This design comes from an exercise in tuning for small area on the open sky130 flow, not from production work.
Function not checked in this run: the RTL went through the layout flow alone.
Power and IR drop assume default switching activity.

File: design.v
module eclsensor (clk, rst, txd, rxd, ir_tx, ir_rx, led);
	parameter kClockHz = 25_000_000;	 
	parameter kSerialInvert = 1;		 
	parameter kBaudRate = 921600;		 
	parameter kModulationHz = 38000;	 
	parameter kBurstMicrosec = 2500;     
	parameter kQuietMicrosec = 500;      
	parameter kTxCount = 12;
	parameter kRxCount = 20;
	parameter kRxTimerNybbles = 4;
	parameter kRxTimerBits = kRxTimerNybbles * 4;
	output reg [kTxCount-1:0] ir_tx;
	input [kRxCount-1:0] ir_rx;
	output led;
	input clk;
	input rst;						 
	output reg txd;
	input rxd;
	assign led = 0;
	reg text_busy;
	reg [6:0] text_counter;
	reg [8:0] modulation_timer;
	reg modulation_state;
	wire modulation_next = !modulation_state;
	wire modulation_edge = modulation_timer == kClockHz / kModulationHz / 2;
	always @(posedge clk) begin
		if (rst) begin
			modulation_timer <= 0;
			modulation_state <= 0;
		end
		else if (modulation_edge) begin
			modulation_timer <= 0;
			modulation_state <= modulation_next;
		end
		else
			modulation_timer <= modulation_timer + 1'b1;
	end
	reg [11:0] cycle_timer;
	wire state_tx_modulating = cycle_timer < kBurstMicrosec * 2 * kModulationHz / 1000000;
	wire state_tx_end = modulation_edge && cycle_timer == (kBurstMicrosec + kQuietMicrosec) * 2 * kModulationHz / 1000000;
	always @(posedge clk)
		if (rst)
			cycle_timer <= 0;
		else if (modulation_edge) begin
			if (text_busy || state_tx_end)
				cycle_timer <= 1'b0;
			else
				cycle_timer <= cycle_timer + 1'b1;
		end
	reg [3:0] current_tx;
	wire [3:0] prev_tx = ~|current_tx ? kTxCount-1'b1 : current_tx-1'b1;
	wire state_tx_end_last = state_tx_end && current_tx == kTxCount-1;
	always @(posedge clk)
		if (rst)
			current_tx <= 0;
		else if (state_tx_end_last)
			current_tx <= 0;
		else if (state_tx_end)
			current_tx <= current_tx + 1'b1;
	always @(posedge clk)
		if (rst)
			ir_tx <= 0;
		else
			ir_tx <= (state_tx_modulating && !text_busy && modulation_state) << current_tx;
	reg [kRxCount-1:0] ir_rx_reg;
	always @(posedge clk)
		ir_rx_reg <= ir_rx;
	reg [kRxTimerBits-1:0] rx_counter[0:kRxCount-1];
	wire [kRxTimerBits-1:0] rx_counter_next[0:kRxCount-1];
	reg rx_nybble_strobe;   
	reg rx_clear;           
    wire [3:0] rx_nybble = rx_counter[0][kRxTimerBits-1:kRxTimerBits-4];
	genvar rx_i, bit_i;	
	generate
		for (rx_i = 0; rx_i < kRxCount; rx_i = rx_i + 1) begin: rx_i_block
			assign rx_counter_next[rx_i] = rx_counter[rx_i] + (!text_busy && !ir_rx_reg[rx_i]);
			for (bit_i = 0; bit_i < kRxTimerBits; bit_i = bit_i + 1) begin: bit_i_block
				always @(posedge clk)
					rx_counter[rx_i][bit_i] <=
						(rst || rx_clear) ? 1'b0 :
						rx_nybble_strobe ?
							(bit_i >= 4 ? rx_counter[rx_i][bit_i - 4] :
								(rx_i + 1 >= kRxCount) ? 1'b0 : rx_counter[rx_i + 1][bit_i + kRxTimerBits - 4]) :
						rx_counter_next[rx_i][bit_i];
			end
		end
	endgenerate
	reg [7:0] baud_timer;
	reg baud_edge;
	always @(posedge clk)
		if (rst) begin
			baud_edge <= 0;
			baud_timer <= 0;
		end
		else if (baud_timer == kClockHz / kBaudRate) begin
			baud_edge <= 1;
			baud_timer <= 0;
		end
		else begin
			baud_edge <= 0;
			baud_timer <= baud_timer + 1'b1;
		end
	reg [9:0] async_tx_reg;
	reg [3:0] async_tx_state;
	reg async_tx_busy;
	wire [7:0] async_tx_next_byte;      
	wire async_tx_request;  		    
	always @(posedge clk) begin
		if (rst) begin
			txd <= kSerialInvert[0] ^ 1'b1;
			async_tx_reg <= 0;
			async_tx_state <= 4'h0;
			async_tx_busy <= 1'b0;
		end
		else begin
		if (baud_edge) begin
			txd <= kSerialInvert[0] ^ (async_tx_busy ? async_tx_reg[0] : 1'b1);
		end
		if (!async_tx_busy && async_tx_request) begin
			async_tx_reg <= { 1'b1, async_tx_next_byte, 1'b0 };
			async_tx_state <= 4'h0;
			async_tx_busy <= 1'b1;
		end		
		else if (async_tx_busy && baud_edge) begin
			async_tx_reg <= { 1'b1, async_tx_reg[9:1] };
			async_tx_state <= async_tx_state + 1'b1;
			async_tx_busy <= async_tx_state != 9;
		end
		end
	end
	assign async_tx_request = !async_tx_busy && text_busy;
	assign async_tx_next_byte =
		text_counter == 2 + kRxTimerNybbles * kRxCount ? "A" + {3'b0, prev_tx} :
		text_counter == 0 ? "\n" :
		(rx_nybble < 8'd10 ?
			"0" + {4'b0, rx_nybble} :
			("a" - 8'd10) + {4'b0, rx_nybble});
	always @(posedge clk) begin
		if (rst) begin
			text_busy <= 1'b0;
			rx_nybble_strobe <= 0;
			rx_clear <= 0;
		end
		else if (!text_busy) begin
			if (state_tx_end) begin
				text_busy <= 1'b1;
			end
			text_counter <= 2 + kRxTimerNybbles * kRxCount;
			rx_nybble_strobe <= 0;
			rx_clear <= 0;
		end
		else if (text_counter != 0) begin
			if (async_tx_request) begin
				text_counter <= text_counter - 1'b1;
				rx_nybble_strobe <= 1;
			end
			else
				rx_nybble_strobe <= 0;
			rx_clear <= 0;
		end
 		else begin
			if (async_tx_request) begin
				text_busy <= 0;
				rx_clear <= 1;
			end
			rx_nybble_strobe <= 0;
		end
	end
endmodule
File: run.sh
#!/bin/bash
# synth_recipe.tcl (not shown) runs the flow's synth.tcl, then flattens the netlist and writes it again
# the make line also repeats each setting of config.mk as NAME=value (left out here)
make -C /OpenROAD-flow-scripts/flow DESIGN_CONFIG=/design/flow/config.mk WORK_HOME=/design/flow/orfs CLKGATE_MAP_FILE= SYNTH_SCRIPT=/design/flow/synth_recipe.tcl finish
File: config.mk
export PLATFORM = sky130hd
export DESIGN_NAME = eclsensor
export DESIGN_NICKNAME = eclsensor
export VERILOG_FILES = /design/flow/design.v
export SDC_FILE = /design/flow/constraint.sdc
export NUM_CORES = 4
export LEC_CHECK = 0
export CAP_MARGIN = 20
export CORE_MARGIN = 2
export CORE_UTILIZATION = 45
export PLACE_DENSITY = 0.6
export SLEW_MARGIN = 20
File: constraint.sdc
create_clock -name core_clock -period 10.0 [get_ports {clk}]
set_input_delay 2.0000 -clock core_clock [delete_from_list [all_inputs] [get_ports {clk}]]
set_output_delay 2.0000 -clock core_clock [all_outputs]
set_load 0.01 [all_outputs]
==> reports/results.tsv <==
metric	value	unit
status	finished clean	
max_slew headroom	28.0	%
RR Startpoint	rx_nybble_strobe$_SDFF_PP0_	
final setup fails	0	
Peak VDD IR	0.119	mV
Setup WS post-layout	5630	ps
initial antenna violation count	0	
share of the core filled with cells	51.1	%
Hold Startpoint	baud_timer[0]$_SDFF_PP0_	
Pint	2.87	mW
Sw Pwr	0.768	mW
Syn Area/Cell	8.30	µm²
total CTS buffers	48	
switch share	21.1	%
EDFF count, synth	7	
clock latency at the later pin of the worst-skew pair	570	ps
Initial Util	45.8	%
fin crit share	43.7	%
Vias/cell	5.41	
Clock Tree Root	clkbuf_16	
port bufs	34	
net count after synthesis	2462	
YS warnings	2	
width of the die	214	µm
CTS sink cnt	413	
PwrDens	165	nW/µm²
crit start category	input port	
Ant. Diodes	0	
WL per Instance	13.5	µm
number of nets with antenna violations after routing	0	
GP Congestion	0.764	
sequential share of the synthesized area	42.1	%
Tot GR Track Use	17.6	%
Clk pwr share	50.3	%
Clock Skew	16.1	ps
clock-pin transition on the worst setup and hold timing paths	60	ps
largest net degree at the start of global routing	219	
flip-flop and latch count after synthesis	413	
max FFs per register	320	
Hold Crit Class	reg -> reg	
Achievable Freq	0.229	GHz
pre-CTS setup slack	5010	ps
Max Slew Vio Count	0	
Cells after Synth	2386	
DRC	0	
Max H-tree Level	2	
Mapped Area	19800	µm²
Detailed Route WL	40.1	mm
Max clock buf depth	3	
unrepaired setup endpoints after global routing	false	
Worst Tran Pin Value	1080	ps
TritonCTS clock tree	done	
post_cts resized	0	
setup TNS	0	ps
Slowest-stage cell, CP	or2_4	
crit path capture type	flop	
placed insts	2875	
First-pass DRT Iterations	4	
# IOs	37	
core area	43300	µm²
Final Total Pwr	3.64	mW
DR vias	16021	
cells along the critical path	clkdlybuf4s50_1 > buf_4 > or2_4 > buf_4 > a21oi_1 > o21a_1	
Worst setup startpoint	rst	
Worst Path Required	10450	ps
post-CTS setup buffer count	0	
FFs w/ async S/R, synth	0	%
Flop pwr share	46.6	%
Crit path largest cell delay	890	ps
share of layout cells above drive strength 1	4.25	%
fin crit period	4370	ps
max-cap violation count	0	
count of non-filler cells in the finished layout	2959	
CP dominant cell by count	buf_4	
design area	22100	µm²
peak fanout along the critical path	84	
share of total power in combinational logic	3.1	%
post-DP HPWL	24.3	mm
Site Rows	76	
DP Area	20400	µm²
initial DRC count	766	
DIE AREA	45700	µm²
static leakage	7.55	nW
Arr. time, crit path	4820	ps
cts-stage hold buffer count	0	
most common cell after layout, fill and taps aside	dfxtp_1	
most frequent cells in the layout	dfxtp_1, a21oi_1, nor2_1	
Min Hold Slack	449	ps
post-synth cell types	65	
Hold Fails Final Rpt	0	
global-route wire length before repair	68.7	mm
die span in y	214	µm
area delta synth->final	11.6	%
Post-synth top flop	dfxtp_1	
Nets	2416	
total congestion overflow	0	
worst setup path category	in -> reg	
vias in the first global route	15068	
==> routing by layer <==
layer,vias up,track usage [%],share of wire (%)
met4,0,5.70,2.0
met5,-,0,0
met3,58,2.52,3.2
met1,7448,23.2,50
li1,8320,-,-
met2,195,29.5,45
==> final timing paths <==
path	cells after the start	endpoint	slack, ps
max	6	rx_counter[9][10]$_SDFF_PP0_	5630
min	1	baud_timer[0]$_SDFF_PP0_	450
max reg2reg	5	rx_counter[13][10]$_SDFF_PP0_	6470
min reg2reg	1	baud_timer[0]$_SDFF_PP0_	450
==> synthesized netlist by cell type, drive strengths merged (6+ instances only) <==
| library cell | count | area share [%] |
|---|---|---|
| dfxtp | 406 | 41 |
| a21oi | 275 | 6.9 |
| nor3b | 19 | 0.72 |
| a22oi | 6 | 0.23 |
| or3 | 16 | 0.51 |
| o311ai | 7 | 0.31 |
| o21ai | 215 | 5.4 |
| nand4 | 64 | 2.0 |
| nor4 | 16 | 0.61 |
| nor2b | 11 | 0.35 |
| nand2 | 139 | 2.6 |
| xnor2 | 115 | 5.1 |
| clkbuf | 124 | 2.3 |
| mux2i | 42 | 2.1 |
| and2 | 19 | 0.60 |
| nand3 | 134 | 3.4 |
| and3 | 44 | 1.4 |
| and4 | 28 | 1.2 |
| ha | 53 | 3.3 |
| nand2b | 8 | 0.25 |
| or4 | 9 | 0.34 |
| nor3 | 59 | 1.5 |
| a211oi | 24 | 0.91 |
| xor2 | 142 | 6.3 |
| inv | 59 | 1.1 |
| buf | 15 | 0.32 |
| o211ai | 12 | 0.45 |
| a31oi | 14 | 0.44 |
| nor2 | 254 | 4.8 |
| edfxtp | 7 | 1.1 |
==> power by group through the flow <==
stage	logic [mW]	clock network [mW]	registers [mW]
after floorplan	0.0839	0	1.73
after CTS	0.115	1.89	1.70
after global routing	0.132	1.95	1.70
final	0.113	1.83	1.70
after detailed placement	0.114	0	1.73
after global placement	0.111	0	1.73
==> cell families after synthesis <==
| family | Yosys count | synth area share [%] |
|---|---|---|
| buffers and inverters | 198 | 3.78 |
| multiplexers | 44 | 2.24 |
| XOR/XNOR | 257 | 11.4 |
| AND/OR/NAND/NOR | 836 | 21.0 |
| other | 1 | 0.0189 |
| adder cells (fa/ha/maj) | 53 | 3.35 |
| AO/OA/AOI/OAI | 584 | 16.1 |
| flip-flops | 413 | 42.1 |
==> worst max-delay path, delay by kind of cell <==
family                 cells  cell delay [ps]
buffers and inverters      3             1640
AO/OA/AOI/OAI              2              220
AND/OR/NAND/NOR            1              890
==> cell type report <==
class	instances	area, µm²
clock inverter	12	213
tap	585	732
fill	4113	21200
inverter	59	229
clock buffer	72	1450
sequential	413	8340
multi-input combinational	1775	10700
timing repair buffer	43	408

-- afterwards: timing with drivers on the ports --
In the flow no input, the clock included, has a driving cell. The finished layout below was timed again as built, in two steps. Step 1 assumes that a clkbuf_16 drives the clock port and a buf_2 every other input. Step 2 moves the port delays by t, midway between the first and last clock arrival at a register: inputs arrive t later, outputs are due t later. That takes back most of the time a late clock gives input paths. a / b / c = ideal / step 1 / step 2; a / b = the first two.
shift t [ns]: 0.617
slack for setup (ns): 5.630 / 5.657 / 5.040
slew at the worst register clock pin (ns): 0.06 / 0.06
After both steps this run still meets setup and hold. The setup slack of this run moves by +0.027 ns with the drivers and by -0.590 ns with both steps.
